This is an optimization exercise on Yosys and OpenROAD, whose aim is small area, not a production implementation.
In this exercise RTL edits were held to simulation tests only and were not proved equivalent to the original.
Power is estimated from default activity; no workload was simulated.

## flow/design.v (module list and top-level ports; edited modules follow where they fit)
// module turn_points_rom: 1794 lines
module turn_points_rom(
    input                   clk,
    input                   reset,
    input                   load_raw,
    input [ 1:0]            song,
    input [10:0]            refer_x, refer_y,
    input [ 9:0]            current_block_x, current_block_y,
    input [ 9:0]            x1, y1, x2, y2,
    output reg              fail,
    output                  is_road,
    output [2:0]            debug
    );
  // ...
==> flow/flow/run.sh <==
#!/bin/bash
# Own layout flow: the standard synthesis (same script, same register mapping) with
# two changes to the combinational mapping: Yosys's extract_fa (half/full adder cells)
# is skipped and ABC runs the area-oriented script flow/abc.script instead of ORFS's
# delay script. Then the standard layout steps, with port buffers of buf_2.
set -euo pipefail
W=$(pwd)
F=$W/flow
python3 - "$FLOW_HOME/scripts/synth.tcl" "$W/synth_area.tcl" "$F/abc.script" <<'PY'
import sys
src, dst, script = sys.argv[1:4]
s = open(src).read()
old = "  log_cmd abc {*}$abc_args\n"
assert s.count(old) == 1
new = ("  set abc_args [lreplace $abc_args 1 1 " + script + "]\n"
       "  set i [lsearch $abc_args -D]\n"
       "  if { $i >= 0 } { set abc_args [lreplace $abc_args $i [expr {$i + 1}]] }\n" + old)
s = s.replace(old, new)
old = "  extract_fa {*}[dont_use_extract_fa_args]\n"
assert s.count(old) == 1
s = s.replace(old, "")
open(dst, "w").write(s)
PY
python3 - "$W/synth_recipe.tcl" "$W/synth_top.tcl" "$W/synth_area.tcl" <<'PY'
import sys
src, dst, inner = sys.argv[1:4]
s = open(src).read()
old = "source $::env(SCRIPTS_DIR)/synth.tcl"
assert s.count(old) == 1
open(dst, "w").write(s.replace(old, "source " + inner))
PY
make -C "$FLOW_HOME" DESIGN_CONFIG="$W/config.mk" WORK_HOME="$W/orfs" CLKGATE_MAP_FILE= \
    SYNTH_SCRIPT="$W/synth_top.tcl" synth > "$W/synth.log" 2>&1
bash standard.sh "BUFFER_PORTS_ARGS=-buffer_cell sky130_fd_sc_hd__buf_2" "CTS_ARGS=-sink_clustering_enable -repair_clock_nets -buf_list sky130_fd_sc_hd__clkbuf_8 -dont_use_dummy_load -sink_clustering_size 20 -sink_clustering_max_diameter 60" finish > "$W/layout.log" 2>&1
==> flow/flow/abc.script <==
strash
balance -l
resub -K 6 -l
rewrite -l
resub -K 6 -N 2 -l
refactor -l
resub -K 8 -l
balance -l
resub -K 8 -N 2 -l
rewrite -l
resub -K 10 -l
rewrite -z -l
resub -K 10 -N 2 -l
balance -l
resub -K 12 -l
refactor -z -l
resub -K 12 -N 2 -l
rewrite -z -l
balance -l
&get -n
&get -n
&deepsyn -T 300
&put
dch -f
amap
topo
==> flow/standard.sh <==
#!/bin/bash
# synth_recipe.tcl (not shown) runs the flow's synth.tcl, then flattens the netlist and writes it again
# the make line also repeats each setting of config.mk as NAME=value (left out here)
make -C /OpenROAD-flow-scripts/flow DESIGN_CONFIG=/design/flow/config.mk WORK_HOME=/design/flow/orfs CLKGATE_MAP_FILE= SYNTH_SCRIPT=/design/flow/synth_recipe.tcl "${@:-finish}"
==> flow/config.mk <==
export PLATFORM = sky130hd
export DESIGN_NAME = turn_points_rom
export DESIGN_NICKNAME = turn_points_rom
export VERILOG_FILES = /design/flow/design.v
export SDC_FILE = /design/flow/constraint.sdc
export NUM_CORES = 8
export LEC_CHECK = 0
export CAP_MARGIN = 20
export CORE_MARGIN = 2
export CORE_UTILIZATION = 45
export CTS_BUF_LIST = sky130_fd_sc_hd__clkbuf_8
export SETUP_SLACK_MARGIN = 0.4
export SLEW_MARGIN = 20
export SYNTH_MEMORY_MAX_BITS = 16384
==> flow/constraint.sdc <==
create_clock -name core_clock -period 10.0 [get_ports {clk}]
set_input_delay 2.0000 -clock core_clock [delete_from_list [all_inputs] [get_ports {clk}]]
set_output_delay 2.0000 -clock core_clock [all_outputs]
set_load 0.01 [all_outputs]
==> results.tsv, run 1 <==
stage	metric	value	unit
run_status	status	no timing/DRC/antenna violations	
worst_setup_path	r2r_slack	2.08	ns
timing	timing.final.hold_violations	0	
floorplanning	start_util	0.455	
worst_setup_path	critPathBufInv	5	
cells_and_area	largest_class	multi-input combinational cells	
power	combPwrFrac	0.694	
power	switching_share	0.611	
grt	grt_use_met2	0.727	
timing	tns	0	ns
detailed_routing	highest-signal-layer	met5	
worst_setup_path	slowest_stage	a2111oi_0	
synth	synthAdderAreaFrac	0	
worst_setup_path	path_max_fanout	11	
grt	use_met1	0.690	
clocking	cts_resized	0	
clocking	post-cts-setup-buffers	0	
grt	grt_pass1_vias	36000	
power	p_clk	0.800	mW
cells_and_area	syn2layout_area_growth	11.5	%
worst_setup_path	max_stage_delay	0.91	ns
synth	muxShareOfSynthArea	0	
min_path	holdPathEnd	sp_pos[1]	
worst_setup_path	startpoint	current_block_y[4]	
floorplanning	tapCellCount	837	
timing	worst_pin_slew	1.35	ns
synth	yosysMostFrequentCell	nor2_1	
==> run 2: changes to the inputs <==
--- a/flow/design.v
+++ b/flow/design.v
@@ -1436,97 +1436,97 @@
     always @(posedge clk) begin
         load <= load_raw;
         if (load) begin
             phi <= 1'b0;
             wsong <= song;
             case (song)
             2'd0: begin
                 curx <= 10'd49; cury <= 10'd48; prvx <= 10'd49; pry <= 10'd44;
-                s1 <= 10'd48;
-                s2 <= 10'd49;
-                s3 <= 10'd44;
-                s4 <= 10'd45;
-                s5 <= 10'd40;
-                s6 <= 10'd41;
-                s7 <= 10'd36;
-                s8 <= 10'd37;
-                s9 <= 10'd34;
-                s10 <= 10'd34;
-                s11 <= 10'd31;
-                s12 <= 10'd30;
-                s13 <= 10'd23;
-                s14 <= 10'd22;
-                s15 <= 10'd15;
-                s16 <= 10'd14;
-                s17 <= 10'd7;
-                s18 <= 10'd10;
+                s1 <= ~10'd48;
+                s2 <= ~10'd49;
+                s3 <= ~10'd44;
+                s4 <= ~10'd45;
+                s5 <= ~10'd40;
+                s6 <= ~10'd41;
+                s7 <= ~10'd36;
+                s8 <= ~10'd37;
+                s9 <= ~10'd34;
+                s10 <= ~10'd34;
+                s11 <= ~10'd31;
+                s12 <= ~10'd30;
+                s13 <= ~10'd23;
+                s14 <= ~10'd22;
+                s15 <= ~10'd15;
+                s16 <= ~10'd14;
+                s17 <= ~10'd7;
+                s18 <= ~10'd10;
             end
             2'd1: begin
                 curx <= 10'd42; cury <= 10'd39; prvx <= 10'd42; pry <= 10'd35;
-                s1 <= 10'd39;
-                s2 <= 10'd42;
-                s3 <= 10'd35;
-                s4 <= 10'd38;
-                s5 <= 10'd31;
-                s6 <= 10'd34;
-                s7 <= 10'd27;
-                s8 <= 10'd30;
-                s9 <= 10'd23;
-                s10 <= 10'd26;
-                s11 <= 10'd19;
-                s12 <= 10'd22;
-                s13 <= 10'd15;
-                s14 <= 10'd18;
-                s15 <= 10'd11;
-                s16 <= 10'd14;
-                s17 <= 10'd7;
-                s18 <= 10'd10;
+                s1 <= ~10'd39;
+                s2 <= ~10'd42;
+                s3 <= ~10'd35;
+                s4 <= ~10'd38;
+                s5 <= ~10'd31;
+                s6 <= ~10'd34;
+                s7 <= ~10'd27;
+                s8 <= ~10'd30;
+                s9 <= ~10'd23;
+                s10 <= ~10'd26;
+                s11 <= ~10'd19;
+                s12 <= ~10'd22;
+                s13 <= ~10'd15;
+                s14 <= ~10'd18;
+                s15 <= ~10'd11;
+                s16 <= ~10'd14;
+                s17 <= ~10'd7;
+                s18 <= ~10'd10;
             end
             2'd2: begin
                 curx <= 10'd48; cury <= 10'd39; prvx <= 10'd48; pry <= 10'd37;
-                s1 <= 10'd39;
-                s2 <= 10'd48;
-                s3 <= 10'd37;
-                s4 <= 10'd46;
-                s5 <= 10'd35;
-                s6 <= 10'd42;
-                s7 <= 10'd33;
-                s8 <= 10'd40;
-                s9 <= 10'd25;
-                s10 <= 10'd32;
-                s11 <= 10'd21;
-                s12 <= 10'd28;
-                s13 <= 10'd17;
-                s14 <= 10'd26;
-                s15 <= 10'd15;
-                s16 <= 10'd18;
-                s17 <= 10'd7;
-                s18 <= 10'd10;
+                s1 <= ~10'd39;
+                s2 <= ~10'd48;
+                s3 <= ~10'd37;
+                s4 <= ~10'd46;
+                s5 <= ~10'd35;
+                s6 <= ~10'd42;
+                s7 <= ~10'd33;
+                s8 <= ~10'd40;
+                s9 <= ~10'd25;
+                s10 <= ~10'd32;
+                s11 <= ~10'd21;
+                s12 <= ~10'd28;
+                s13 <= ~10'd17;
+                s14 <= ~10'd26;
+                s15 <= ~10'd15;
+                s16 <= ~10'd18;
+                s17 <= ~10'd7;
+                s18 <= ~10'd10;
             end
             2'd3: begin
                 curx <= 10'd53; cury <= 10'd50; prvx <= 10'd53; pry <= 10'd48;
-                s1 <= 10'd50;
-                s2 <= 10'd53;
-                s3 <= 10'd48;
-                s4 <= 10'd45;
-                s5 <= 10'd40;
-                s6 <= 10'd37;
-                s7 <= 10'd32;
-                s8 <= 10'd29;
-                s9 <= 10'd28;
-                s10 <= 10'd25;
-                s11 <= 10'd20;
-                s12 <= 10'd23;
-                s13 <= 10'd17;
-                s14 <= 10'd22;
-                s15 <= 10'd15;
-                s16 <= 10'd14;
-                s17 <= 10'd7;
-                s18 <= 10'd10;
+                s1 <= ~10'd50;
+                s2 <= ~10'd53;
+                s3 <= ~10'd48;
+                s4 <= ~10'd45;
+                s5 <= ~10'd40;
+                s6 <= ~10'd37;
+                s7 <= ~10'd32;
+                s8 <= ~10'd29;
+                s9 <= ~10'd28;
+                s10 <= ~10'd25;
+                s11 <= ~10'd20;
+                s12 <= ~10'd23;
+                s13 <= ~10'd17;
+                s14 <= ~10'd22;
+                s15 <= ~10'd15;
+                s16 <= ~10'd14;
+                s17 <= ~10'd7;
+                s18 <= ~10'd10;
             end
             endcase
             isc1 <= 1'b0; al1 <= 1'b1;
             isc2 <= 1'b0; al2 <= 1'b1;
             isc3 <= 1'b0; al3 <= 1'b1;
             isc4 <= 1'b0; al4 <= 1'b1;
             isc5 <= 1'b0; al5 <= 1'b1;
             isc6 <= 1'b0; al6 <= 1'b1;
@@ -1545,17 +1545,17 @@
             isc19 <= 1'b0;
             sp_pos <= 5'd0;
         end else if (shift_enable) begin
             phi <= ~phi;
             if (n_sp) begin
                 spwrap <= is0; sp_pos <= 5'd1;
             end else if (sp_pos != 5'd0 && sp_pos != 5'd19) sp_pos <= sp_pos + 5'd1;
             curx <= nx; cury <= ny; prvx <= curx; pry <= cury;
-            s1 <= n_bank ? n_lend : n_own;
+            s1 <= ~(n_bank ? n_lend : n_own);    
             isc1 <= n_isc; al1 <= n_al;
             s2 <= s1; isc2 <= isc1; al2 <= al1;
             s3 <= s2; isc3 <= isc2; al3 <= al2;
             s4 <= s3; isc4 <= isc3; al4 <= al3;
             s5 <= s4; isc5 <= isc4; al5 <= al4;
             s6 <= s5; isc6 <= isc5; al6 <= al5;
             s7 <= s6; isc7 <= isc6; al7 <= al6;
             s8 <= s7; isc8 <= isc7; al8 <= al7;
@@ -1603,193 +1603,194 @@
     wire [2:0] c17_ge = {c17_x[5] & c17_y[5], c17_x[3] & c17_y[3], c17_x[1] & c17_y[1]};
     wire       c17_cond = c17_y[4] & c17_x[5] & c17_x[4];    
     wire [9:0] spx = spwrap ? 10'd10 : spendx;
     wire [9:0] spy = spwrap ? 10'd7  : spendy;
     wire [5:0] sp_x = cmp3(current_block_x, x1, x2, spx);
     wire [5:0] sp_y = cmp3(current_block_y, y1, y2, spy);
     wire [2:0] sp_le = {sp_x[4] & sp_y[4], sp_x[2] & sp_y[2], sp_x[0] & sp_y[0]};
     wire [2:0] sp_ge = {sp_x[5] & sp_y[5], sp_x[3] & sp_y[3], sp_x[1] & sp_y[1]};
-    wire       sp_gey = sp_y[5];
     wire       wrap_road = (current_block_y <= 10'd7) & (current_block_x == 10'd10);
-    wire [5:0] S1 = cmp3(ocx, oax, obx, s1);
-    wire [5:0] S2 = cmp3(ecx, eax, ebx, s2);
-    wire [5:0] S3 = cmp3(ocx, oax, obx, s3);
-    wire [5:0] S4 = cmp3(ecx, eax, ebx, s4);
-    wire [5:0] S5 = cmp3(ocx, oax, obx, s5);
-    wire [5:0] S6 = cmp3(ecx, eax, ebx, s6);
-    wire [5:0] S7 = cmp3(ocx, oax, obx, s7);
-    wire [5:0] S8 = cmp3(ecx, eax, ebx, s8);
-    wire [5:0] S9 = cmp3(ocx, oax, obx, s9);
-    wire [5:0] S10 = cmp3(ecx, eax, ebx, s10);
-    wire [5:0] S11 = cmp3(ocx, oax, obx, s11);
-    wire [5:0] S12 = cmp3(ecx, eax, ebx, s12);
-    wire [5:0] S13 = cmp3(ocx, oax, obx, s13);
-    wire [5:0] S14 = cmp3(ecx, eax, ebx, s14);
-    wire [5:0] S15 = cmp3(ocx, oax, obx, s15);
-    wire [5:0] S16 = cmp3(ecx, eax, ebx, s16);
-    wire [5:0] S17 = cmp3(ocx, oax, obx, s17);
-    wire [5:0] S18 = cmp3(ecx, eax, ebx, s18);
-    wire [5:0] S19 = cmp3(ocx, oax, obx, s19);
+    wire       sp_rle = spwrap ? wrap_road : sp_le[2];
+    wire [5:0] S1 = cmp3(ocx, oax, obx, ~s1);
+    wire [5:0] S2 = cmp3(ecx, eax, ebx, ~s2);
+    wire [5:0] S3 = cmp3(ocx, oax, obx, ~s3);
+    wire [5:0] S4 = cmp3(ecx, eax, ebx, ~s4);
+    wire [5:0] S5 = cmp3(ocx, oax, obx, ~s5);
+    wire [5:0] S6 = cmp3(ecx, eax, ebx, ~s6);
+    wire [5:0] S7 = cmp3(ocx, oax, obx, ~s7);
+    wire [5:0] S8 = cmp3(ecx, eax, ebx, ~s8);
+    wire [5:0] S9 = cmp3(ocx, oax, obx, ~s9);
+    wire [5:0] S10 = cmp3(ecx, eax, ebx, ~s10);
+    wire [5:0] S11 = cmp3(ocx, oax, obx, ~s11);
+    wire [5:0] S12 = cmp3(ecx, eax, ebx, ~s12);
+    wire [5:0] S13 = cmp3(ocx, oax, obx, ~s13);
+    wire [5:0] S14 = cmp3(ecx, eax, ebx, ~s14);
+    wire [5:0] S15 = cmp3(ocx, oax, obx, ~s15);
+    wire [5:0] S16 = cmp3(ecx, eax, ebx, ~s16);
+    wire [5:0] S17 = cmp3(ocx, oax, obx, ~s17);
+    wire [5:0] S18 = cmp3(ecx, eax, ebx, ~s18);
+    wire [5:0] S19 = cmp3(ocx, oax, obx, ~s19);
     wire [9:0] oth1 = phi ? cury : curx;    
     wire [5:0] S1o = cmp3(ecx, eax, ebx, oth1);
     wire isp1 = (sp_pos == 5'd1);
     wire [5:0] H1 = S1o;
     wire [2:0] LEn1 = {S1[4] & H1[4], S1[2] & H1[2], S1[0] & H1[0]};
     wire [2:0] GEn1 = {S1[5] & H1[5], S1[3] & H1[3], S1[1] & H1[1]};
-    wire [2:0] LE1 = isc1 ? c17_le : isp1 ? sp_le : LEn1;
+    wire [1:0] LE1 = isc1 ? c17_le[1:0] : isp1 ? sp_le[1:0] : LEn1[1:0];
+    wire rle1 = isc1 ? (al1 ? c17_le[2] : c17_cond) : isp1 ? sp_rle : LEn1[2];
     wire [2:0] GE1 = isc1 ? c17_ge : isp1 ? sp_ge : GEn1;
     wire isp2 = (sp_pos == 5'd2);
     wire [5:0] H2 = al2 ? (isc3 ? c17_o : S3) : S1;
     wire [2:0] LEn2 = {S2[4] & H2[4], S2[2] & H2[2], S2[0] & H2[0]};
     wire [2:0] GEn2 = {S2[5] & H2[5], S2[3] & H2[3], S2[1] & H2[1]};
-    wire [2:0] LE2 = isc2 ? c17_le : isp2 ? sp_le : LEn2;
+    wire [1:0] LE2 = isc2 ? c17_le[1:0] : isp2 ? sp_le[1:0] : LEn2[1:0];
+    wire rle2 = isc2 ? (al2 ? c17_le[2] : c17_cond) : isp2 ? sp_rle : LEn2[2];
     wire [2:0] GE2 = isc2 ? c17_ge : isp2 ? sp_ge : GEn2;
-    wire gey2 = isp2 ? sp_gey : ((phi ^ 1'b0) ? S2[5] : H2[5]);
     wire isp3 = (sp_pos == 5'd3);
     wire [5:0] H3 = al3 ? (isc4 ? c17_e : S4) : S2;
     wire [2:0] LEn3 = {S3[4] & H3[4], S3[2] & H3[2], S3[0] & H3[0]};
     wire [2:0] GEn3 = {S3[5] & H3[5], S3[3] & H3[3], S3[1] & H3[1]};
-    wire [2:0] LE3 = isc3 ? c17_le : isp3 ? sp_le : LEn3;
+    wire [1:0] LE3 = isc3 ? c17_le[1:0] : isp3 ? sp_le[1:0] : LEn3[1:0];
+    wire rle3 = isc3 ? (al3 ? c17_le[2] : c17_cond) : isp3 ? sp_rle : LEn3[2];
     wire [2:0] GE3 = isc3 ? c17_ge : isp3 ? sp_ge : GEn3;
-    wire gey3 = isp3 ? sp_gey : ((phi ^ 1'b1) ? S3[5] : H3[5]);
     wire isp4 = (sp_pos == 5'd4);
     wire [5:0] H4 = al4 ? (isc5 ? c17_o : S5) : S3;
     wire [2:0] LEn4 = {S4[4] & H4[4], S4[2] & H4[2], S4[0] & H4[0]};
     wire [2:0] GEn4 = {S4[5] & H4[5], S4[3] & H4[3], S4[1] & H4[1]};
-    wire [2:0] LE4 = isc4 ? c17_le : isp4 ? sp_le : LEn4;
+    wire [1:0] LE4 = isc4 ? c17_le[1:0] : isp4 ? sp_le[1:0] : LEn4[1:0];
+    wire rle4 = isc4 ? (al4 ? c17_le[2] : c17_cond) : isp4 ? sp_rle : LEn4[2];
     wire [2:0] GE4 = isc4 ? c17_ge : isp4 ? sp_ge : GEn4;
-    wire gey4 = isp4 ? sp_gey : ((phi ^ 1'b0) ? S4[5] : H4[5]);
     wire isp5 = (sp_pos == 5'd5);
     wire [5:0] H5 = al5 ? (isc6 ? c17_e : S6) : S4;
     wire [2:0] LEn5 = {S5[4] & H5[4], S5[2] & H5[2], S5[0] & H5[0]};
     wire [2:0] GEn5 = {S5[5] & H5[5], S5[3] & H5[3], S5[1] & H5[1]};
-    wire [2:0] LE5 = isc5 ? c17_le : isp5 ? sp_le : LEn5;
+    wire [1:0] LE5 = isc5 ? c17_le[1:0] : isp5 ? sp_le[1:0] : LEn5[1:0];
+    wire rle5 = isc5 ? (al5 ? c17_le[2] : c17_cond) : isp5 ? sp_rle : LEn5[2];
     wire [2:0] GE5 = isc5 ? c17_ge : isp5 ? sp_ge : GEn5;
-    wire gey5 = isp5 ? sp_gey : ((phi ^ 1'b1) ? S5[5] : H5[5]);
     wire isp6 = (sp_pos == 5'd6);
     wire [5:0] H6 = al6 ? (isc7 ? c17_o : S7) : S5;
     wire [2:0] LEn6 = {S6[4] & H6[4], S6[2] & H6[2], S6[0] & H6[0]};
     wire [2:0] GEn6 = {S6[5] & H6[5], S6[3] & H6[3], S6[1] & H6[1]};
-    wire [2:0] LE6 = isc6 ? c17_le : isp6 ? sp_le : LEn6;
+    wire [1:0] LE6 = isc6 ? c17_le[1:0] : isp6 ? sp_le[1:0] : LEn6[1:0];
+    wire rle6 = isc6 ? (al6 ? c17_le[2] : c17_cond) : isp6 ? sp_rle : LEn6[2];
     wire [2:0] GE6 = isc6 ? c17_ge : isp6 ? sp_ge : GEn6;
-    wire gey6 = isp6 ? sp_gey : ((phi ^ 1'b0) ? S6[5] : H6[5]);
     wire isp7 = (sp_pos == 5'd7);
     wire [5:0] H7 = al7 ? (isc8 ? c17_e : S8) : S6;
     wire [2:0] LEn7 = {S7[4] & H7[4], S7[2] & H7[2], S7[0] & H7[0]};
     wire [2:0] GEn7 = {S7[5] & H7[5], S7[3] & H7[3], S7[1] & H7[1]};
-    wire [2:0] LE7 = isc7 ? c17_le : isp7 ? sp_le : LEn7;
+    wire [1:0] LE7 = isc7 ? c17_le[1:0] : isp7 ? sp_le[1:0] : LEn7[1:0];
+    wire rle7 = isc7 ? (al7 ? c17_le[2] : c17_cond) : isp7 ? sp_rle : LEn7[2];
     wire [2:0] GE7 = isc7 ? c17_ge : isp7 ? sp_ge : GEn7;
-    wire gey7 = isp7 ? sp_gey : ((phi ^ 1'b1) ? S7[5] : H7[5]);
     wire isp8 = (sp_pos == 5'd8);
     wire [5:0] H8 = al8 ? (isc9 ? c17_o : S9) : S7;
     wire [2:0] LEn8 = {S8[4] & H8[4], S8[2] & H8[2], S8[0] & H8[0]};
     wire [2:0] GEn8 = {S8[5] & H8[5], S8[3] & H8[3], S8[1] & H8[1]};
-    wire [2:0] LE8 = isc8 ? c17_le : isp8 ? sp_le : LEn8;
+    wire [1:0] LE8 = isc8 ? c17_le[1:0] : isp8 ? sp_le[1:0] : LEn8[1:0];
+    wire rle8 = isc8 ? (al8 ? c17_le[2] : c17_cond) : isp8 ? sp_rle : LEn8[2];
     wire [2:0] GE8 = isc8 ? c17_ge : isp8 ? sp_ge : GEn8;
-    wire gey8 = isp8 ? sp_gey : ((phi ^ 1'b0) ? S8[5] : H8[5]);
     wire isp9 = (sp_pos == 5'd9);
     wire [5:0] H9 = al9 ? (isc10 ? c17_e : S10) : S8;
     wire [2:0] LEn9 = {S9[4] & H9[4], S9[2] & H9[2], S9[0] & H9[0]};
     wire [2:0] GEn9 = {S9[5] & H9[5], S9[3] & H9[3], S9[1] & H9[1]};
-    wire [2:0] LE9 = isc9 ? c17_le : isp9 ? sp_le : LEn9;
+    wire [1:0] LE9 = isc9 ? c17_le[1:0] : isp9 ? sp_le[1:0] : LEn9[1:0];
+    wire rle9 = isc9 ? (al9 ? c17_le[2] : c17_cond) : isp9 ? sp_rle : LEn9[2];
     wire [2:0] GE9 = isc9 ? c17_ge : isp9 ? sp_ge : GEn9;
-    wire gey9 = isp9 ? sp_gey : ((phi ^ 1'b1) ? S9[5] : H9[5]);
     wire isp10 = (sp_pos == 5'd10);
     wire [5:0] H10 = al10 ? (isc11 ? c17_o : S11) : S9;
     wire [2:0] LEn10 = {S10[4] & H10[4], S10[2] & H10[2], S10[0] & H10[0]};
     wire [2:0] GEn10 = {S10[5] & H10[5], S10[3] & H10[3], S10[1] & H10[1]};
-    wire [2:0] LE10 = isc10 ? c17_le : isp10 ? sp_le : LEn10;
+    wire [1:0] LE10 = isc10 ? c17_le[1:0] : isp10 ? sp_le[1:0] : LEn10[1:0];
+    wire rle10 = isc10 ? (al10 ? c17_le[2] : c17_cond) : isp10 ? sp_rle : LEn10[2];
     wire [2:0] GE10 = isc10 ? c17_ge : isp10 ? sp_ge : GEn10;
-    wire gey10 = isp10 ? sp_gey : ((phi ^ 1'b0) ? S10[5] : H10[5]);
     wire isp11 = (sp_pos == 5'd11);
     wire [5:0] H11 = al11 ? (isc12 ? c17_e : S12) : S10;
     wire [2:0] LEn11 = {S11[4] & H11[4], S11[2] & H11[2], S11[0] & H11[0]};
     wire [2:0] GEn11 = {S11[5] & H11[5], S11[3] & H11[3], S11[1] & H11[1]};
-    wire [2:0] LE11 = isc11 ? c17_le : isp11 ? sp_le : LEn11;
+    wire [1:0] LE11 = isc11 ? c17_le[1:0] : isp11 ? sp_le[1:0] : LEn11[1:0];
+    wire rle11 = isc11 ? (al11 ? c17_le[2] : c17_cond) : isp11 ? sp_rle : LEn11[2];
     wire [2:0] GE11 = isc11 ? c17_ge : isp11 ? sp_ge : GEn11;
-    wire gey11 = isp11 ? sp_gey : ((phi ^ 1'b1) ? S11[5] : H11[5]);
     wire isp12 = (sp_pos == 5'd12);
     wire [5:0] H12 = al12 ? (isc13 ? c17_o : S13) : S11;
     wire [2:0] LEn12 = {S12[4] & H12[4], S12[2] & H12[2], S12[0] & H12[0]};
     wire [2:0] GEn12 = {S12[5] & H12[5], S12[3] & H12[3], S12[1] & H12[1]};
-    wire [2:0] LE12 = isc12 ? c17_le : isp12 ? sp_le : LEn12;
+    wire [1:0] LE12 = isc12 ? c17_le[1:0] : isp12 ? sp_le[1:0] : LEn12[1:0];
+    wire rle12 = isc12 ? (al12 ? c17_le[2] : c17_cond) : isp12 ? sp_rle : LEn12[2];
     wire [2:0] GE12 = isc12 ? c17_ge : isp12 ? sp_ge : GEn12;
-    wire gey12 = isp12 ? sp_gey : ((phi ^ 1'b0) ? S12[5] : H12[5]);
     wire isp13 = (sp_pos == 5'd13);
     wire [5:0] H13 = al13 ? (isc14 ? c17_e : S14) : S12;
     wire [2:0] LEn13 = {S13[4] & H13[4], S13[2] & H13[2], S13[0] & H13[0]};
     wire [2:0] GEn13 = {S13[5] & H13[5], S13[3] & H13[3], S13[1] & H13[1]};
-    wire [2:0] LE13 = isc13 ? c17_le : isp13 ? sp_le : LEn13;
+    wire [1:0] LE13 = isc13 ? c17_le[1:0] : isp13 ? sp_le[1:0] : LEn13[1:0];
+    wire rle13 = isc13 ? (al13 ? c17_le[2] : c17_cond) : isp13 ? sp_rle : LEn13[2];
     wire [2:0] GE13 = isc13 ? c17_ge : isp13 ? sp_ge : GEn13;
-    wire gey13 = isp13 ? sp_gey : ((phi ^ 1'b1) ? S13[5] : H13[5]);
     wire isp14 = (sp_pos == 5'd14);
     wire [5:0] H14 = al14 ? (isc15 ? c17_o : S15) : S13;
     wire [2:0] LEn14 = {S14[4] & H14[4], S14[2] & H14[2], S14[0] & H14[0]};
     wire [2:0] GEn14 = {S14[5] & H14[5], S14[3] & H14[3], S14[1] & H14[1]};
-    wire [2:0] LE14 = isc14 ? c17_le : isp14 ? sp_le : LEn14;
+    wire [1:0] LE14 = isc14 ? c17_le[1:0] : isp14 ? sp_le[1:0] : LEn14[1:0];
+    wire rle14 = isc14 ? (al14 ? c17_le[2] : c17_cond) : isp14 ? sp_rle : LEn14[2];
     wire [2:0] GE14 = isc14 ? c17_ge : isp14 ? sp_ge : GEn14;
-    wire gey14 = isp14 ? sp_gey : ((phi ^ 1'b0) ? S14[5] : H14[5]);
     wire isp15 = (sp_pos == 5'd15);
     wire [5:0] H15 = al15 ? (isc16 ? c17_e : S16) : S14;
     wire [2:0] LEn15 = {S15[4] & H15[4], S15[2] & H15[2], S15[0] & H15[0]};
     wire [2:0] GEn15 = {S15[5] & H15[5], S15[3] & H15[3], S15[1] & H15[1]};
-    wire [2:0] LE15 = isc15 ? c17_le : isp15 ? sp_le : LEn15;
+    wire [1:0] LE15 = isc15 ? c17_le[1:0] : isp15 ? sp_le[1:0] : LEn15[1:0];
+    wire rle15 = isc15 ? (al15 ? c17_le[2] : c17_cond) : isp15 ? sp_rle : LEn15[2];
     wire [2:0] GE15 = isc15 ? c17_ge : isp15 ? sp_ge : GEn15;
-    wire gey15 = isp15 ? sp_gey : ((phi ^ 1'b1) ? S15[5] : H15[5]);
     wire isp16 = (sp_pos == 5'd16);
     wire [5:0] H16 = al16 ? (isc17 ? c17_o : S17) : S15;
     wire [2:0] LEn16 = {S16[4] & H16[4], S16[2] & H16[2], S16[0] & H16[0]};
     wire [2:0] GEn16 = {S16[5] & H16[5], S16[3] & H16[3], S16[1] & H16[1]};
-    wire [2:0] LE16 = isc16 ? c17_le : isp16 ? sp_le : LEn16;
+    wire [1:0] LE16 = isc16 ? c17_le[1:0] : isp16 ? sp_le[1:0] : LEn16[1:0];
+    wire rle16 = isc16 ? (al16 ? c17_le[2] : c17_cond) : isp16 ? sp_rle : LEn16[2];
     wire [2:0] GE16 = isc16 ? c17_ge : isp16 ? sp_ge : GEn16;
-    wire gey16 = isp16 ? sp_gey : ((phi ^ 1'b0) ? S16[5] : H16[5]);
     wire isp17 = (sp_pos == 5'd17);
     wire [5:0] H17 = al17 ? (isc18 ? c17_e : S18) : S16;
     wire [2:0] LEn17 = {S17[4] & H17[4], S17[2] & H17[2], S17[0] & H17[0]};
     wire [2:0] GEn17 = {S17[5] & H17[5], S17[3] & H17[3], S17[1] & H17[1]};
-    wire [2:0] LE17 = isc17 ? c17_le : isp17 ? sp_le : LEn17;
+    wire [1:0] LE17 = isc17 ? c17_le[1:0] : isp17 ? sp_le[1:0] : LEn17[1:0];
+    wire rle17 = isc17 ? (al17 ? c17_le[2] : c17_cond) : isp17 ? sp_rle : LEn17[2];
     wire [2:0] GE17 = isc17 ? c17_ge : isp17 ? sp_ge : GEn17;
-    wire gey17 = isp17 ? sp_gey : ((phi ^ 1'b1) ? S17[5] : H17[5]);
     wire isp18 = (sp_pos == 5'd18);
     wire [5:0] H18 = al18 ? (isc19 ? c17_o : S19) : S17;
     wire [2:0] LEn18 = {S18[4] & H18[4], S18[2] & H18[2], S18[0] & H18[0]};
     wire [2:0] GEn18 = {S18[5] & H18[5], S18[3] & H18[3], S18[1] & H18[1]};
-    wire [2:0] LE18 = isc18 ? c17_le : isp18 ? sp_le : LEn18;
+    wire [1:0] LE18 = isc18 ? c17_le[1:0] : isp18 ? sp_le[1:0] : LEn18[1:0];
+    wire rle18 = isc18 ? (al18 ? c17_le[2] : c17_cond) : isp18 ? sp_rle : LEn18[2];
     wire [2:0] GE18 = isc18 ? c17_ge : isp18 ? sp_ge : GEn18;
-    wire gey18 = isp18 ? sp_gey : ((phi ^ 1'b0) ? S18[5] : H18[5]);
-    wire [2:0] in1 = LE1 & GE2;
-    wire road1 = isc1 ? (al1 ? in1[2] : (gey2 & c17_cond)) : (isp1 & spwrap) ? wrap_road : in1[2];
-    wire [2:0] in2 = LE2 & GE3;
-    wire road2 = isc2 ? (al2 ? in2[2] : (gey3 & c17_cond)) : (isp2 & spwrap) ? wrap_road : in2[2];
-    wire [2:0] in3 = LE3 & GE4;
-    wire road3 = isc3 ? (al3 ? in3[2] : (gey4 & c17_cond)) : (isp3 & spwrap) ? wrap_road : in3[2];
-    wire [2:0] in4 = LE4 & GE5;
-    wire road4 = isc4 ? (al4 ? in4[2] : (gey5 & c17_cond)) : (isp4 & spwrap) ? wrap_road : in4[2];
-    wire [2:0] in5 = LE5 & GE6;
-    wire road5 = isc5 ? (al5 ? in5[2] : (gey6 & c17_cond)) : (isp5 & spwrap) ? wrap_road : in5[2];
-    wire [2:0] in6 = LE6 & GE7;
-    wire road6 = isc6 ? (al6 ? in6[2] : (gey7 & c17_cond)) : (isp6 & spwrap) ? wrap_road : in6[2];
-    wire [2:0] in7 = LE7 & GE8;
-    wire road7 = isc7 ? (al7 ? in7[2] : (gey8 & c17_cond)) : (isp7 & spwrap) ? wrap_road : in7[2];
-    wire [2:0] in8 = LE8 & GE9;
-    wire road8 = isc8 ? (al8 ? in8[2] : (gey9 & c17_cond)) : (isp8 & spwrap) ? wrap_road : in8[2];
-    wire [2:0] in9 = LE9 & GE10;
-    wire road9 = isc9 ? (al9 ? in9[2] : (gey10 & c17_cond)) : (isp9 & spwrap) ? wrap_road : in9[2];
-    wire [2:0] in10 = LE10 & GE11;
-    wire road10 = isc10 ? (al10 ? in10[2] : (gey11 & c17_cond)) : (isp10 & spwrap) ? wrap_road : in10[2];
-    wire [2:0] in11 = LE11 & GE12;
-    wire road11 = isc11 ? (al11 ? in11[2] : (gey12 & c17_cond)) : (isp11 & spwrap) ? wrap_road : in11[2];
-    wire [2:0] in12 = LE12 & GE13;
-    wire road12 = isc12 ? (al12 ? in12[2] : (gey13 & c17_cond)) : (isp12 & spwrap) ? wrap_road : in12[2];
-    wire [2:0] in13 = LE13 & GE14;
-    wire road13 = isc13 ? (al13 ? in13[2] : (gey14 & c17_cond)) : (isp13 & spwrap) ? wrap_road : in13[2];
-    wire [2:0] in14 = LE14 & GE15;
-    wire road14 = isc14 ? (al14 ? in14[2] : (gey15 & c17_cond)) : (isp14 & spwrap) ? wrap_road : in14[2];
-    wire [2:0] in15 = LE15 & GE16;
-    wire road15 = isc15 ? (al15 ? in15[2] : (gey16 & c17_cond)) : (isp15 & spwrap) ? wrap_road : in15[2];
-    wire [2:0] in16 = LE16 & GE17;
-    wire road16 = isc16 ? (al16 ? in16[2] : (gey17 & c17_cond)) : (isp16 & spwrap) ? wrap_road : in16[2];
-    wire [2:0] in17 = LE17 & GE18;
-    wire road17 = isc17 ? (al17 ? in17[2] : (gey18 & c17_cond)) : (isp17 & spwrap) ? wrap_road : in17[2];
+    wire [1:0] in1 = LE1 & GE2[1:0];
+    wire road1 = rle1 & GE2[2];
+    wire [1:0] in2 = LE2 & GE3[1:0];
+    wire road2 = rle2 & GE3[2];
+    wire [1:0] in3 = LE3 & GE4[1:0];
+    wire road3 = rle3 & GE4[2];
+    wire [1:0] in4 = LE4 & GE5[1:0];
+    wire road4 = rle4 & GE5[2];
+    wire [1:0] in5 = LE5 & GE6[1:0];
+    wire road5 = rle5 & GE6[2];
+    wire [1:0] in6 = LE6 & GE7[1:0];
+    wire road6 = rle6 & GE7[2];
+    wire [1:0] in7 = LE7 & GE8[1:0];
+    wire road7 = rle7 & GE8[2];
+    wire [1:0] in8 = LE8 & GE9[1:0];
+    wire road8 = rle8 & GE9[2];
+    wire [1:0] in9 = LE9 & GE10[1:0];
+    wire road9 = rle9 & GE10[2];
+    wire [1:0] in10 = LE10 & GE11[1:0];
+    wire road10 = rle10 & GE11[2];
+    wire [1:0] in11 = LE11 & GE12[1:0];
+    wire road11 = rle11 & GE12[2];
+    wire [1:0] in12 = LE12 & GE13[1:0];
+    wire road12 = rle12 & GE13[2];
+    wire [1:0] in13 = LE13 & GE14[1:0];
+    wire road13 = rle13 & GE14[2];
+    wire [1:0] in14 = LE14 & GE15[1:0];
+    wire road14 = rle14 & GE15[2];
+    wire [1:0] in15 = LE15 & GE16[1:0];
+    wire road15 = rle15 & GE16[2];
+    wire [1:0] in16 = LE16 & GE17[1:0];
+    wire road16 = rle16 & GE17[2];
+    wire [1:0] in17 = LE17 & GE18[1:0];
+    wire road17 = rle17 & GE18[2];
     assign is_road = road1 | road2 | road3 | road4 | road5 | road6 | road7 | road8 | road9 | road10 | road11 | road12 | road13 | road14 | road15 | road16 | road17;
     always @(posedge clk) fail <= ~(in1[1] | in1[0] | in2[1] | in2[0] | in3[1] | in3[0] | in4[1] | in4[0] | in5[1] | in5[0] | in6[1] | in6[0] | in7[1] | in7[0] | in8[1] | in8[0] | in9[1] | in9[0] | in10[1] | in10[0] | in11[1] | in11[0] | in12[1] | in12[0] | in13[1] | in13[0] | in14[1] | in14[0] | in15[1] | in15[0] | in16[1] | in16[0] | in17[1] | in17[0] | shift_enable);
 endmodule
--- a/flow/flow/run.sh
+++ b/flow/flow/run.sh
@@ -26,9 +26,9 @@
 src, dst, inner = sys.argv[1:4]
 s = open(src).read()
 old = "source $::env(SCRIPTS_DIR)/synth.tcl"
 assert s.count(old) == 1
 open(dst, "w").write(s.replace(old, "source " + inner))
 PY
 make -C "$FLOW_HOME" DESIGN_CONFIG="$W/config.mk" WORK_HOME="$W/orfs" CLKGATE_MAP_FILE= \
     SYNTH_SCRIPT="$W/synth_top.tcl" synth > "$W/synth.log" 2>&1
-bash standard.sh "BUFFER_PORTS_ARGS=-buffer_cell sky130_fd_sc_hd__buf_2" "CTS_ARGS=-sink_clustering_enable -repair_clock_nets -buf_list sky130_fd_sc_hd__clkbuf_8 -dont_use_dummy_load -sink_clustering_size 20 -sink_clustering_max_diameter 60" finish > "$W/layout.log" 2>&1
+bash standard.sh "BUFFER_PORTS_ARGS=-buffer_cell sky130_fd_sc_hd__buf_1" "CTS_ARGS=-sink_clustering_enable -repair_clock_nets -buf_list sky130_fd_sc_hd__clkbuf_2 -dont_use_dummy_load -sink_clustering_size 6 -sink_clustering_max_diameter 30" finish > "$W/layout.log" 2>&1
--- a/flow/flow/abc.script
+++ b/flow/flow/abc.script
@@ -14,13 +14,16 @@
 balance -l
 resub -K 12 -l
 refactor -z -l
 resub -K 12 -N 2 -l
 rewrite -z -l
 balance -l
 &get -n
 &get -n
-&deepsyn -T 300
+&deepsyn -T 600
 &put
 dch -f
 amap
+strash
+dch -f
+amap
 topo
==> flow/config.mk (replaced) <==
export PLATFORM = sky130hd
export DESIGN_NAME = turn_points_rom
export DESIGN_NICKNAME = turn_points_rom
export VERILOG_FILES = /design/flow/design.v
export SDC_FILE = /design/flow/constraint.sdc
export NUM_CORES = 8
export LEC_CHECK = 0
export CAP_MARGIN = 20
export CORE_MARGIN = 2
export CORE_UTILIZATION = 40
export CTS_BUF_LIST = sky130_fd_sc_hd__clkbuf_2
export SETUP_SLACK_MARGIN = 0.4
export SLEW_MARGIN = 20
export SYNTH_MEMORY_MAX_BITS = 16384
==> run 2 against run 1 <==
Compared with the run above: global-route usage down 4.3 points; clock-buffer cell count up 54; sequential share of layout area up 0.56 points; maximum frequency down 1.6%; critical path type is now flip-flop to primary output; non-clock buffer count up 31; largest cell class unchanged.
==> results.tsv, run 2 <==
stage	metric	value	unit	change
run_status	status	no timing/DRC/antenna violations		unchanged
clocking	cts_max_path_buffers	3		unchanged
synth	synth_edf_count	233		unchanged
synth	synthCells	3941		was 4085
power	max-vdd-ir-drop	0.0000874	V	was 0.000228 V
timing	fin_ws	0.794	ns	was 0.946 ns
timing	fmaxAchievable	109	MHz	was 110 MHz
timing	tns	0	ns	unchanged
worst_setup_path	slowest_stage	o22ai_1		was a2111oi_0
floorplanning	ioPinCount	92		unchanged
timing	finClkSkew	0.275	ns	was 0.0854 ns
floorplanning	chipHeight	265	µm	was 254 µm
power	switching_share	0.556		was 0.611
detailed_routing	detail_route.wl_per_cell	36.6	µm	was 36.3 µm
placement	dpl_worst_slack	1.52	ns	was 1.34 ns
clocking	post-cts-setup-buffers	0		unchanged
timing	min_period	9.21	ns	was 9.05 ns
synth	async_reset_ff_frac	0.0314		unchanged
min_path	worstHoldPathCells	1		was 2
synth	synth_top_area_cell	edfxtp_1		unchanged
synth	ys_ff_latch	287		unchanged
clocking	cts_tree	done		unchanged
run	maxCapViolCount	0		unchanged
placement	dp_hpwl	145000	µm	about the same
placement	io_buffer_count	91		unchanged
power	clkPwrFrac	0.129		was 0.077
detailed_routing	post-route-drc-count	0		unchanged
detailed_routing	first_pass_iters	14		was 11
synth	seq_area_frac_synth	0.298		was 0.290
worst_setup_path	required	8.00	ns	about the same
worst_setup_path	cp_cell_sequence	inv_2 -> buf_4 -> o22ai_1 -> clkinv_1 -> o22ai_1 -> a31o_1 -> a21oi_1 -> a21oi_1 -> o21ai_0 -> clkinv_1 -> nor2_1 -> or4_1 -> o32ai_1 -> o32a_1 -> nor2_1 -> nand3b_1 -> clkinv_1 -> nand2_1 -> nor2_1 -> nand2_1 -> buf_1		was buf_2 -> clkinv_1 -> o22ai_1 -> clkinv_1 -> o22ai_1 -> a31o_1 -> a31oi_1 -> a31oi_1 -> clkinv_1 -> a222oi_1 -> o22ai_1 -> a2111oi_0 -> nor4_1 -> nand2_1 -> o21ai_0 -> nand3_1 -> nand2_1 -> nand2b_1 -> buf_2
detailed_routing	ant_nets	0		unchanged
grt	track_usage	0.523		was 0.566
synth	syn_area	0.0273	mm²	was 0.0280 mm²
synth	yosysMostFrequentCell	nor2_1		unchanged
floorplanning	die_w	265	µm	was 254 µm
clocking	cts_hold_buffers	0		unchanged
floorplanning	rows	95		was 91
worst_setup_path	reg2regPathDepth	30		was 21
synth	yosys-top-cells-count	nor2_1 (764), clkinv_1 (514), nand2_1 (394)		was nor2_1 (894), clkinv_1 (608), o22ai_1 (385)
clocking	clkTransAtPathRegs	0.07	ns	was 0.09 ns
grt	antenna_found_initial	15		was 12
power	p_int	2.64	mW	was 4.06 mW
grt	grt_pass1_wl	263000	µm	was 262000 µm
power	finalPower	5.95	mW	was 10.4 mW
placement	place_congestion	1.11		was 1.21
synth	synthesis.nets	4028		was 4172
worst_setup_path	critPathCaptureType	primary output		unchanged
cells_and_area	drive_above_1_share	0.0666		was 0.0675
timing	worst_pin_slew	1.26	ns	was 1.35 ns
clocking	cts_resized	0		unchanged
cells_and_area	final_core_util	0.454		was 0.507
clocking	htreeDepth	3		was 2
clocking	clkLatencyLatePin	1.18	ns	was 0.69 ns
cells_and_area	final_cell_mix	nor2_1 (762), clkinv_1 (511), nand2_1 (394)		was nor2_1 (893), clkinv_1 (606), o22ai_1 (380)
timing	fin_crit_sh	0.921		was 0.905
detailed_routing	vias_per_cell	7.47		was 7.80
timing	rsz0062_at_grt	false		unchanged
timing	finalMaxSlewViolations	0		unchanged
power	pwr-share-seq	0.303		was 0.230
placement	dpl_cell_area	0.0301	mm²	was 0.0307 mm²
cells_and_area	design_area	0.0306	mm²	was 0.0313 mm²
power	power.switching	3.31	mW	was 6.37 mW
synth	synthFlopType	edfxtp_1		unchanged
worst_setup_path	critical_path_arrival	7.21	ns	was 7.05 ns
timing	maxSlewHeadroom	0.159		was 0.0911
grt	grt_remaining_overflow	0		unchanged
detailed_routing	wl	190000	µm	was 189000 µm
grt	grt_max_degree	166		was 174
timing	hold_ws	0.508	ns	was 0.537 ns
clocking	cts_sinks	287		unchanged
floorplanning	fp.coreArea	0.0674	mm²	was 0.0617 mm²
cells_and_area	layout.nets	4384		was 4443
synth	synth_area_leaders	edfxtp_1 (26%), nor2_1 (11%), o22ai_1 (8.6%), clkinv_1 (7.1%), nand2_1 (5.4%)		was edfxtp_1 (25%), nor2_1 (12%), o22ai_1 (8.6%), clkinv_1 (8.1%), o21ai_0 (5.3%)
cells_and_area	instances_no_fill	5177		was 5196
detailed_routing	drt_iter0_drc	8217		was 9772
worst_setup_path	r2r_slack	1.90	ns	was 2.08 ns
cells_and_area	layout_commonest_cell	nor2_1		unchanged
power	power_per_cell_area	195	mW/mm²	was 333 mW/mm²
placement	dp_cells	5074		was 5155
worst_setup_path	path_max_fanout	37		was 11
timing	finalSetupViolCount	0		unchanged
clocking	cts_buffers	90		was 36
min_path	hp-class	flip-flop to flip-flop		unchanged
clocking	cts_root_buf	clkbuf_2		was clkbuf_8
floorplanning	start_util	0.405		was 0.455
synth	synth_cell_types	60		was 59
timing	timing.final.hold_violations	0		unchanged
cells_and_area	syn2layout_area_growth	12.1	%	was 11.5%
synth	syn_area_per_cell	6.93	µm²	was 6.87 µm²
power	p_leak	10.1	nW	was 10.5 nW
cells_and_area	multi_input_area	0.0173	mm²	was 0.0178 mm²
cells_and_area	seq_area	0.00813	mm²	about the same
worst_setup_path	max_stage_delay	0.93	ns	was 0.91 ns
detailed_routing	vias	38700		was 40.5k
synth	synth_top_area_share	0.256		was 0.249
power	combPwrFrac	0.568		was 0.694
grt	grt_pass1_vias	35800		was 36.0k
worst_setup_path	setup.worst_path.class	flip-flop to primary output		was input port to primary output
synth	yosys_warnings	1		unchanged
floorplanning	dieArea	0.0704	mm²	was 0.0643 mm²
cells_and_area	n_fill_cell	7072		was 6448
worst_setup_path	cp-start-kind	flip-flop		was input port
## run 2: cell types whose count changed after synthesis, sizes merged, moves of 14 or more
cell / change
clkinv: -94
nand2: +119
nor2: -130
nand3: +15
nor4: -19
a31oi: +21
o21ai: -29
o21a: -14
or2: +39
## run 2: layout make-up
| cell class | instances | area share |
|---|---|---|
| well taps | 873 | 0.0357 |
| flip-flops and latches | 287 | 0.266 |
| multi-input cells | 3137 | 0.565 |
| inverters | 514 | 0.0635 |
| diodes | 9 | 0.000736 |
| repair buffers | 267 | 0.0547 |
| clock buffers | 90 | 0.0147 |
## run 2: cell families after synthesis
logic type | count (synthesis) | synth area share
AO/OA/AOI/OAI | 1600 | 0.392
flip-flops | 287 | 0.298
buffers and inverters | 517 | 0.0715
AND/OR/NAND/NOR | 1537 | 0.239
## run 2: routing by layer
metal	GRT usage	vias to the layer above	part of all wire
li1	-	15800	-
met1	0.599	17800	0.33
met2	0.754	3852	0.40
met3	0.210	1205	0.15
met4	0.455	6	0.11
met5	0.0111	-	0.00061
## run 2: worst max-delay path: cells and delay by family, from the launching register on
kind                   cells  cell delay [ns]
AOI/OAI and AO/OA          8             2.40
buffers and inverters      6             1.93
DFF                        1             0.67
and+or+nand+nor            7             1.07
## run 2: path summary, 6_finish.rpt
check                      startpoint      end
min in group asynchronous       reset   cnt[1]
hold / removal                    al1      al2
hold reg to reg                   al1      al2
setup / recovery                  phi  is_road
setup reg to reg               cnt[6]    s1[9]
max in group asynchronous       reset   cnt[4]
## run 2: power by group through the flow
| stage | Sequential, mW | Combinational [mW] | Clock (mW) |
|---|---|---|---|
| final | 1.80 | 3.38 | 0.766 |
| after floorplan | 1.70 | 1.71 | 0 |
| after CTS | 1.77 | 3.11 | 0.770 |
| after detailed placement | 1.80 | 3.10 | 0 |
| after global placement | 1.80 | 3.13 | 0 |
| after global routing | 1.80 | 3.45 | 0.808 |
==> run 3: changes to the inputs <==
--- a/flow/flow/run.sh
+++ b/flow/flow/run.sh
@@ -33,2 +33,2 @@
     SYNTH_SCRIPT="$W/synth_top.tcl" synth > "$W/synth.log" 2>&1
-bash standard.sh "BUFFER_PORTS_ARGS=-buffer_cell sky130_fd_sc_hd__buf_1" "CTS_ARGS=-sink_clustering_enable -repair_clock_nets -buf_list sky130_fd_sc_hd__clkbuf_2 -dont_use_dummy_load -sink_clustering_size 6 -sink_clustering_max_diameter 30" finish > "$W/layout.log" 2>&1
+bash standard.sh "BUFFER_PORTS_ARGS=-buffer_cell sky130_fd_sc_hd__buf_2" "CTS_ARGS=-sink_clustering_enable -repair_clock_nets -buf_list sky130_fd_sc_hd__clkbuf_4 -dont_use_dummy_load -sink_clustering_size 8 -sink_clustering_max_diameter 40" finish > "$W/layout.log" 2>&1
--- a/flow/config.mk
+++ b/flow/config.mk
@@ -10,3 +10,3 @@
 export CORE_UTILIZATION = 40
-export CTS_BUF_LIST = sky130_fd_sc_hd__clkbuf_2
+export CTS_BUF_LIST = sky130_fd_sc_hd__clkbuf_4
 export SETUP_SLACK_MARGIN = 0.4
==> run 3 against run 2 <==
Compared with the run above: routed wire length decreased by 1.6%; via count decreased by 0.31%; critical path depth decreased by 3; non-clock buffer count decreased by 11; worst setup slack improved by 0.28 ns; total power increased by 1.2%; clock power increased by 12%; final cell count decreased by 0.54%; final area increased by 0.48%; core utilization increased by 0.22 points; synthesized area unchanged; maximum frequency increased by 3.1%; critical path type is now input port to primary output.
==> results.tsv, run 3 <==
stage	metric	value	unit	change
clocking	cts_sinks	287		unchanged
detailed_routing	detail_route.wl_per_cell	36.2	µm	was 36.6 µm
worst_setup_path	max_stage_delay	0.90	ns	was 0.93 ns
grt	use_met1	0.612		was 0.599
synth	yosys-top-cells-count	nor2_1 (764), clkinv_1 (514), nand2_1 (394)		unchanged
worst_setup_path	setup.worst_path.class	input port to primary output		was flip-flop to primary output
clocking	cts_resized	0		unchanged
timing	min_period	8.93	ns	was 9.21 ns
synth	seq_area_frac_synth	0.298		unchanged
power	max-vdd-ir-drop	0.0000911	V	was 0.0000874 V
placement	dp_hpwl	142000	µm	was 145000 µm
worst_setup_path	slowest_stage	clkinv_1		was o22ai_1
placement	place_congestion	1.15		was 1.11
clocking	cts_buffers	72		was 90
worst_setup_path	crit_family	compound AO/OA/AOI/OAI gates		unchanged
min_path	hp-class	flip-flop to flip-flop		unchanged
timing	finClkSkew	0.152	ns	was 0.275 ns
clocking	cts_hold_buffers	0		unchanged
clocking	post-cts-setup-buffers	0		unchanged
grt	grt_max_degree	118		was 166
worst_setup_path	path_max_fanout	17		was 37
power	p_leak	10.3	nW	was 10.1 nW
timing	hold_ws	0.524	ns	was 0.508 ns
cells_and_area	layout.nets	4355		was 4384
detailed_routing	wl	187000	µm	was 190000 µm
grt	use_met3	0.212		was 0.210
clocking	cts_root_buf	clkbuf_4		was clkbuf_2
clocking	htreeDepth	3		unchanged
timing	finalSetupViolCount	0		unchanged
grt	grt_pass1_vias	35300		was 35.8k
detailed_routing	drt_iter0_drc	7894		was 8217
synth	synth_area_leaders	edfxtp_1 (26%), nor2_1 (11%), o22ai_1 (8.6%), clkinv_1 (7.1%), nand2_1 (5.4%)		unchanged
timing	worst_pin_slew	1.27	ns	was 1.26 ns
synth	syn_area_per_cell	6.93	µm²	unchanged
timing	fin_crit_sh	0.893		was 0.921
clocking	clkLatencyLatePin	0.93	ns	was 1.18 ns
timing	maxSlewHeadroom	0.149		was 0.159
synth	ys_ff_latch	287		unchanged
timing	fmaxAchievable	112	MHz	was 109 MHz
worst_setup_path	cp_cell_sequence	buf_2 -> o22ai_1 -> clkinv_1 -> nor2_1 -> nor2_1 -> a222oi_1 -> nand2_1 -> o21ai_0 -> nor2_1 -> o221ai_1 -> a31oi_1 -> or2_0 -> nor3_1 -> and2_0 -> nand2_1 -> nor2_1 -> nand2_1 -> buf_2		was inv_2 -> buf_4 -> o22ai_1 -> clkinv_1 -> o22ai_1 -> a31o_1 -> a21oi_1 -> a21oi_1 -> o21ai_0 -> clkinv_1 -> nor2_1 -> or4_1 -> o32ai_1 -> o32a_1 -> nor2_1 -> nand3b_1 -> clkinv_1 -> nand2_1 -> nor2_1 -> nand2_1 -> buf_1
synth	yosysMostFrequentCell	nor2_1		unchanged
synth	synthFlopType	edfxtp_1		unchanged
power	power_per_cell_area	196	mW/mm²	was 195 mW/mm²
clocking	cts_tree	done		unchanged
worst_setup_path	critPathCaptureType	primary output		unchanged
detailed_routing	post-route-drc-count	0		unchanged
synth	synth_top_area_share	0.256		unchanged
grt	antenna_found_initial	10		was 15
synth	syn_area	0.0273	mm²	unchanged
worst_setup_path	cp-start-kind	input port		was flip-flop
worst_setup_path	required	8.00	ns	about the same
floorplanning	fp.coreArea	0.0674	mm²	unchanged
worst_setup_path	critical_path_arrival	6.93	ns	was 7.21 ns
placement	io_buffer_count	91		unchanged
run_status	status	no timing/DRC/antenna violations		unchanged
floorplanning	start_util	0.405		unchanged
cells_and_area	layout_commonest_cell	nor2_1		unchanged
synth	async_reset_ff_frac	0.0314		unchanged
grt	grt_pass1_wl	261000	µm	was 263000 µm
synth	synth_edf_count	233		unchanged
clocking	cts_max_path_buffers	3		unchanged
floorplanning	die_w	265	µm	unchanged
synth	synth_top_area_cell	edfxtp_1		unchanged
timing	timing.final.hold_violations	0		unchanged
synth	synthCells	3941		unchanged
timing	fin_ws	1.07	ns	was 0.794 ns
detailed_routing	vias_per_cell	7.49		was 7.47
cells_and_area	syn2layout_area_growth	12.6	%	was 12.1%
synth	synth_cell_types	60		unchanged
timing	tns	0	ns	unchanged
timing	finalMaxSlewViolations	0		unchanged
detailed_routing	vias	38600		was 38.7k
worst_setup_path	critPathBufInv	3		was 6
grt	track_usage	0.517		was 0.523
grt	grt_use_met2	0.738		was 0.754
floorplanning	dieArea	0.0704	mm²	unchanged
placement	dpl_worst_slack	1.49	ns	was 1.52 ns
floorplanning	ioPinCount	92		unchanged
detailed_routing	ant_nets	0		unchanged
clocking	clkTransAtPathRegs	0.06	ns	was 0.07 ns
grt	top_usage_layer	met2		unchanged
synth	synthesis.nets	4028		unchanged
floorplanning	chipHeight	265	µm	unchanged
floorplanning	rows	95		unchanged
detailed_routing	first_pass_iters	12		was 14
run	maxCapViolCount	0		unchanged
worst_setup_path	crit_top_cell	nor2_1		
cells_and_area	drive_above_1_share	0.0825		was 0.0666
grt	grt_remaining_overflow	0		unchanged
timing	rsz0062_at_grt	false		unchanged
synth	yosys_warnings	1		unchanged
cells_and_area	final_cell_mix	nor2_1 (763), clkinv_1 (511), nand2_1 (394)		was nor2_1 (762), clkinv_1 (511), nand2_1 (394)
run 3: per-layer routing:
metal | wire length [µm] | part of all wire
met2 | 73500 | 0.39
met1 | 64100 | 0.34
met3 | 29200 | 0.16
met5 | 246 | 0.0013
met4 | 19500 | 0.10
run 3: final timing paths:
check	endpoint	slack, ns	start	cells after the start
max	is_road	1.07	current_block_y[7]	18
min	sp_pos[4]	0.52	sp_pos[4]	1
max reg2reg	s1[9]	2.39	cnt[7]	30
min reg2reg	sp_pos[4]	0.52	sp_pos[4]	1
max in group asynchronous	cnt[4]	8.59	reset	2
min in group asynchronous	cnt[7]	1.14	reset	2
run 3: logic make-up after synthesis:
kind of cell           synth area share
AOI/OAI and AO/OA                 0.392
and+or+nand+nor                   0.239
buffers and inverters            0.0715
DFF                               0.298
run 3: layout make-up:
| cell class | count | area, µm² |
|---|---|---|
| Timing Repair Buffer | 256 | 1700 |
| Fill cell | 7081 | 36600 |
| Tap cell | 873 | 1090 |
| Multi-Input combinational cell | 3137 | 17300 |
| Sequential cell | 287 | 8130 |
| Inverter | 514 | 1940 |
| Antenna cell | 10 | 25.0 |
| Clock buffer | 72 | 541 |
run 3: metrics by stage:
stage	instances	util	total power [mW]	area, µm²
floorplan	3941	-	3.40	27300
global placement	5063	0.447	4.90	30100
detailed placement	5063	0.447	4.85	30100
CTS	5135	0.455	5.69	30600
global route	5142	0.456	6.14	30700
finish	5149	0.456	6.02	30800
run 3: power breakdown:
part	internal (mW)	switching [mW]
combinational	0.907	2.46
sequential	1.51	0.285
clock	0.325	0.535
total	2.74	3.28
==> run 4: changes to the inputs <==
--- a/flow/flow/run.sh
+++ b/flow/flow/run.sh
@@ -4,3 +4,5 @@
 # is skipped and ABC runs the area-oriented script flow/abc.script instead of ORFS's
-# delay script. Then the standard layout steps, with port buffers of buf_2.
+# delay script. Then the standard layout steps (standard.sh), with every port still
+# buffered (by buf_1 cells), and clock tree synthesis with clkbuf_4 cells, small sink
+# clusters and no dummy loads. Each tool's output goes to synth.log / layout.log here.
 set -euo pipefail
@@ -33,2 +35,2 @@
     SYNTH_SCRIPT="$W/synth_top.tcl" synth > "$W/synth.log" 2>&1
-bash standard.sh "BUFFER_PORTS_ARGS=-buffer_cell sky130_fd_sc_hd__buf_2" "CTS_ARGS=-sink_clustering_enable -repair_clock_nets -buf_list sky130_fd_sc_hd__clkbuf_4 -dont_use_dummy_load -sink_clustering_size 8 -sink_clustering_max_diameter 40" finish > "$W/layout.log" 2>&1
+bash standard.sh "BUFFER_PORTS_ARGS=-buffer_cell sky130_fd_sc_hd__buf_1" "CTS_ARGS=-sink_clustering_enable -repair_clock_nets -buf_list sky130_fd_sc_hd__clkbuf_8 -dont_use_dummy_load -sink_clustering_size 16 -sink_clustering_max_diameter 40" finish > "$W/layout.log" 2>&1
--- a/flow/config.mk
+++ b/flow/config.mk
@@ -10,3 +10,3 @@
 export CORE_UTILIZATION = 40
-export CTS_BUF_LIST = sky130_fd_sc_hd__clkbuf_4
+export CTS_BUF_LIST = sky130_fd_sc_hd__clkbuf_8
 export SETUP_SLACK_MARGIN = 0.4
==> run 4 against run 3 <==
Compared with the run above: core utilization increased by 0.49 points; final area increased by 1.1%; critical endpoint unchanged; critical path depth increased by 2; routed wire length increased by 1.7%; die area unchanged; synthesized area unchanged; combinational power about the same; sequential power about the same; synthesized cell count unchanged; still clean on timing, DRC and antenna; final cell count increased by 0.16%; clock-buffer cell count decreased by 3; non-clock buffer count increased by 9.
==> results.tsv, run 4 <==
stage	metric	value	unit	change
run_status	status	no timing/DRC/antenna violations		unchanged
synth	synthFlopType	edfxtp_1		unchanged
synth	synth_top_area_cell	edfxtp_1		unchanged
timing	timing.final.hold_violations	0		unchanged
synth	seq_area_frac_synth	0.298		unchanged
clocking	cts_sinks	287		unchanged
detailed_routing	wl	190000	µm	was 187000 µm
cells_and_area	layout.nets	4361		was 4355
worst_setup_path	path_max_fanout	17		unchanged
run	maxCapViolCount	0		unchanged
cells_and_area	seq_area	0.00813	mm²	unchanged
clocking	clkLatencyLatePin	0.71	ns	was 0.93 ns
detailed_routing	met2_wirelength	75500	µm	was 73500 µm
grt	track_usage	0.523		was 0.517
detailed_routing	ant_nets	0		unchanged
clocking	htreeDepth	3		unchanged
cells_and_area	n_fill_cell	6989		was 7081
detailed_routing	vias_per_cell	7.51		was 7.49
cells_and_area	layout_commonest_cell	nor2_1		unchanged
detailed_routing	first_pass_iters	20		was 12
clocking	cts_root_buf	clkbuf_8		was clkbuf_4
synth	ys_ff_latch	287		unchanged
timing	finClkSkew	0.0871	ns	was 0.152 ns
cells_and_area	instances_no_fill	5157		was 5149
timing	maxSlewHeadroom	0.117		was 0.149
grt	grt_max_degree	166		was 118
placement	place_congestion	1.11		was 1.15
placement	io_buffer_count	91		unchanged
detailed_routing	detail_route.wl_per_cell	36.8	µm	was 36.2 µm
floorplanning	chipHeight	265	µm	unchanged
worst_setup_path	cp-start-kind	input port		unchanged
placement	dp_hpwl	145000	µm	was 142000 µm
detailed_routing	vias	38700		was 38.6k
grt	grt_pass1_wl	263000	µm	was 261000 µm
worst_setup_path	r2r_start	cnt[7]		unchanged
timing	min_period	8.97	ns	was 8.93 ns
grt	grt_pass1_vias	35700		was 35.3k
synth	synth_compound_area_frac	0.392		unchanged
placement	dp_cells	5074		was 5063
detailed_routing	wl_met3	29600	µm	was 29200 µm
clocking	cts_buffers	69		was 72
timing	fin_crit_sh	0.897		was 0.893
synth	syn_area_per_cell	6.93	µm²	unchanged
power	max-vdd-ir-drop	0.0000952	V	was 0.0000911 V
clocking	clkTransAtPathRegs	0.03	ns	was 0.06 ns
synth	yosys-top-cells-count	nor2_1 (764), clkinv_1 (514), nand2_1 (394)		unchanged
worst_setup_path	required	8.00	ns	about the same
synth	yosys_warnings	1		unchanged
cells_and_area	syn2layout_area_growth	13.9	%	was 12.6%
synth	synthSimpleGateAreaFrac	0.239		unchanged
synth	syn_area	0.0273	mm²	unchanged
synth	async_reset_ff_frac	0.0314		unchanged
timing	fmaxAchievable	112	MHz	about the same
cells_and_area	final_cell_mix	nor2_1 (762), clkinv_1 (511), nand2_1 (394)		was nor2_1 (763), clkinv_1 (511), nand2_1 (394)
floorplanning	fp.coreArea	0.0674	mm²	unchanged
worst_setup_path	setup.worst_path.class	input port to primary output		unchanged
grt	grt_remaining_overflow	0		unchanged
timing	worst_pin_slew	1.29	ns	was 1.27 ns
floorplanning	start_util	0.405		unchanged
timing	tns	0	ns	unchanged
detailed_routing	highest-signal-layer	met5		unchanged
min_path	hp-class	flip-flop to flip-flop		unchanged
clocking	cts_hold_buffers	0		unchanged
cells_and_area	drive_above_1_share	0.0609		was 0.0825
cells_and_area	multi_input_area	0.0173	mm²	about the same
floorplanning	rows	95		unchanged
floorplanning	ioPinCount	92		unchanged
synth	synthesis.nets	4028		unchanged
worst_setup_path	startpoint	current_block_y[7]		unchanged
synth	synth_cell_types	60		unchanged
floorplanning	dieArea	0.0704	mm²	unchanged
power	power_per_cell_area	205	mW/mm²	was 196 mW/mm²
synth	synthAdderAreaFrac	0		unchanged
synth	synth_edf_count	233		unchanged
synth	synth_xor_area_frac	0		unchanged
timing	finalMaxSlewViolations	0		unchanged
synth	synth_top_family_by_area	compound AO/OA/AOI/OAI gates		unchanged
clocking	cts_tree	done		unchanged
min_path	hold_start	al1		was sp_pos[4]
detailed_routing	drt_iter0_drc	8078		was 7894
synth	muxShareOfSynthArea	0		unchanged
detailed_routing	post-route-drc-count	0		unchanged
detailed_routing	drt-met1-wl	63100	µm	was 64100 µm
power	p_leak	10.2	nW	was 10.3 nW
synth	synthCells	3941		unchanged
worst_setup_path	critical_path_arrival	6.97	ns	was 6.93 ns
timing	rsz0062_at_grt	false		unchanged
grt	antenna_found_initial	15		was 10
clocking	post-cts-setup-buffers	0		unchanged
clocking	cts_max_path_buffers	3		unchanged
synth	yosysMostFrequentCell	nor2_1		unchanged
synth	synth_top_area_share	0.256		unchanged
clocking	cts_resized	0		unchanged
timing	finalSetupViolCount	0		unchanged
synth	synth_area_leaders	edfxtp_1 (26%), nor2_1 (11%), o22ai_1 (8.6%), clkinv_1 (7.1%), nand2_1 (5.4%)		unchanged
worst_setup_path	critPathCaptureType	primary output		unchanged
floorplanning	die_w	265	µm	unchanged
## run 4: final cells by class
| cell class | instances | area share |
|---|---|---|
| Multi-Input combinational cell | 3137 | 0.556 |
| Inverter | 514 | 0.0625 |
| Antenna cell | 12 | 0.000966 |
| Timing Repair Buffer | 265 | 0.0533 |
| Sequential cell | 287 | 0.262 |
| Tap cell | 873 | 0.0351 |
| Clock buffer | 69 | 0.0306 |
## run 4: cells by family (layout without fill, tap and decap cells)
family | after synthesis | count (layout)
DFF | 287 | 287
other | 0 | 12
buffers and inverters | 517 | 848
and+or+nand+nor | 1537 | 1537
AOI/OAI and AO/OA | 1600 | 1600
## run 4: where the power goes
group          leakage, nW  total [mW]  internal, mW  switching [mW]
combinational         6.96        3.39         0.901            2.49
sequential            2.73        1.81          1.51           0.294
clock                0.496        1.16         0.599           0.564
total                 10.2        6.36          3.01            3.35
## run 4: final timing paths
check | slack [ns] | cells past startpoint | end
max | 1.03 | 20 | is_road
min | 0.51 | 1 | al2
max reg2reg | 2.08 | 30 | s1[9]
min reg2reg | 0.51 | 1 | al2
max in group asynchronous | 8.40 | 2 | cnt[0]
min in group asynchronous | 1.32 | 2 | cnt[3]
## run 4: per-layer routing
metal,vias up,GRT usage
met5,-,0.00485
met4,2,0.453
met3,1238,0.204
met2,3881,0.754
met1,17800,0.605
li1,15800,-
## run 4: worst max-delay path, cell delays in order
cell	delay [ns]
buf_1	0.16
o22ai_1	0.90
clkinv_1	0.91
o22ai_1	0.46
a31o_1	0.16
a21oi_1	0.06
a21oi_1	0.27
o21ai_0	0.21
clkinv_1	0.13
nor2_1	0.05
or4_1	0.49
o32ai_1	0.15
o32a_1	0.18
nor2_1	0.04
nand3b_1	0.18
clkinv_1	0.10
nand2_1	0.15
nor2_1	0.06
nand2_1	0.10
buf_1	0.18
## run 4: per-stage QoR
stage	setup WS, ns	power (mW)	util	hold WS (ns)	area [µm²]
2_1_floorplan	0.672	3.40	-	0.466	27300
3_3_place_gp	1.47	4.94	0.446	0.491	30100
3_5_place_dp	1.52	4.89	0.446	0.499	30100
4_1_cts	1.50	6.04	0.460	0.505	31000
5_1_grt	1.18	6.46	0.461	0.522	31100
6_report	1.03	6.36	0.461	0.507	31100

[port drivers added, routing unchanged]
The flow's constraints put no driver on any port. The routed layouts listed below were extracted and timed again, unchanged, in two steps.
Step 1 (the two cells are an assumption about what drives the block):
set clk [get_ports {clk}]
set_driving_cell -lib_cell sky130_fd_sc_hd__clkbuf_16 $clk
set_driving_cell -lib_cell sky130_fd_sc_hd__buf_2 [delete_from_list [all_inputs] $clk]
Step 2, shift: input delay + t, output delay - t, t = (earliest + latest rising clock arrival at the registers) / 2. This alone moves slack from input paths to output paths.
Three values: no drivers, after step 1, after step 2; two values: the first two.
run | t, ns | setup slack, ns | worst hold slack (ns) | latest minus earliest clock arrival (ns) | worst data-port slew with drivers (ns) | cell pins on the clock port's net
run 1 | 0.716 | 0.946 / 0.920 / 0.920 | 0.537 / 0.537 / 0.537 | 0.085 / 0.085 | 0.08 | 1
run 2 | 1.131 | 0.794 / 0.730 / 1.003 | 0.508 / 0.508 / 0.508 | 0.320 / 0.319 | 0.08 | 1
run 3 | 0.931 | 1.073 / 1.043 / 1.043 | 0.524 / 0.524 / 0.524 | 0.156 / 0.156 | 0.07 | 1
run 4 | 0.735 | 1.032 / 1.008 / 1.008 | 0.507 / 0.507 / 0.507 | 0.099 / 0.099 | 0.10 | 1
In run 2 the clock reaches the registers at very different times; t lies between them, and the last value is a rough guide only. The setup slack of run 3, which loses most, moves by -0.030 ns with the drivers and by -0.030 ns with both steps.
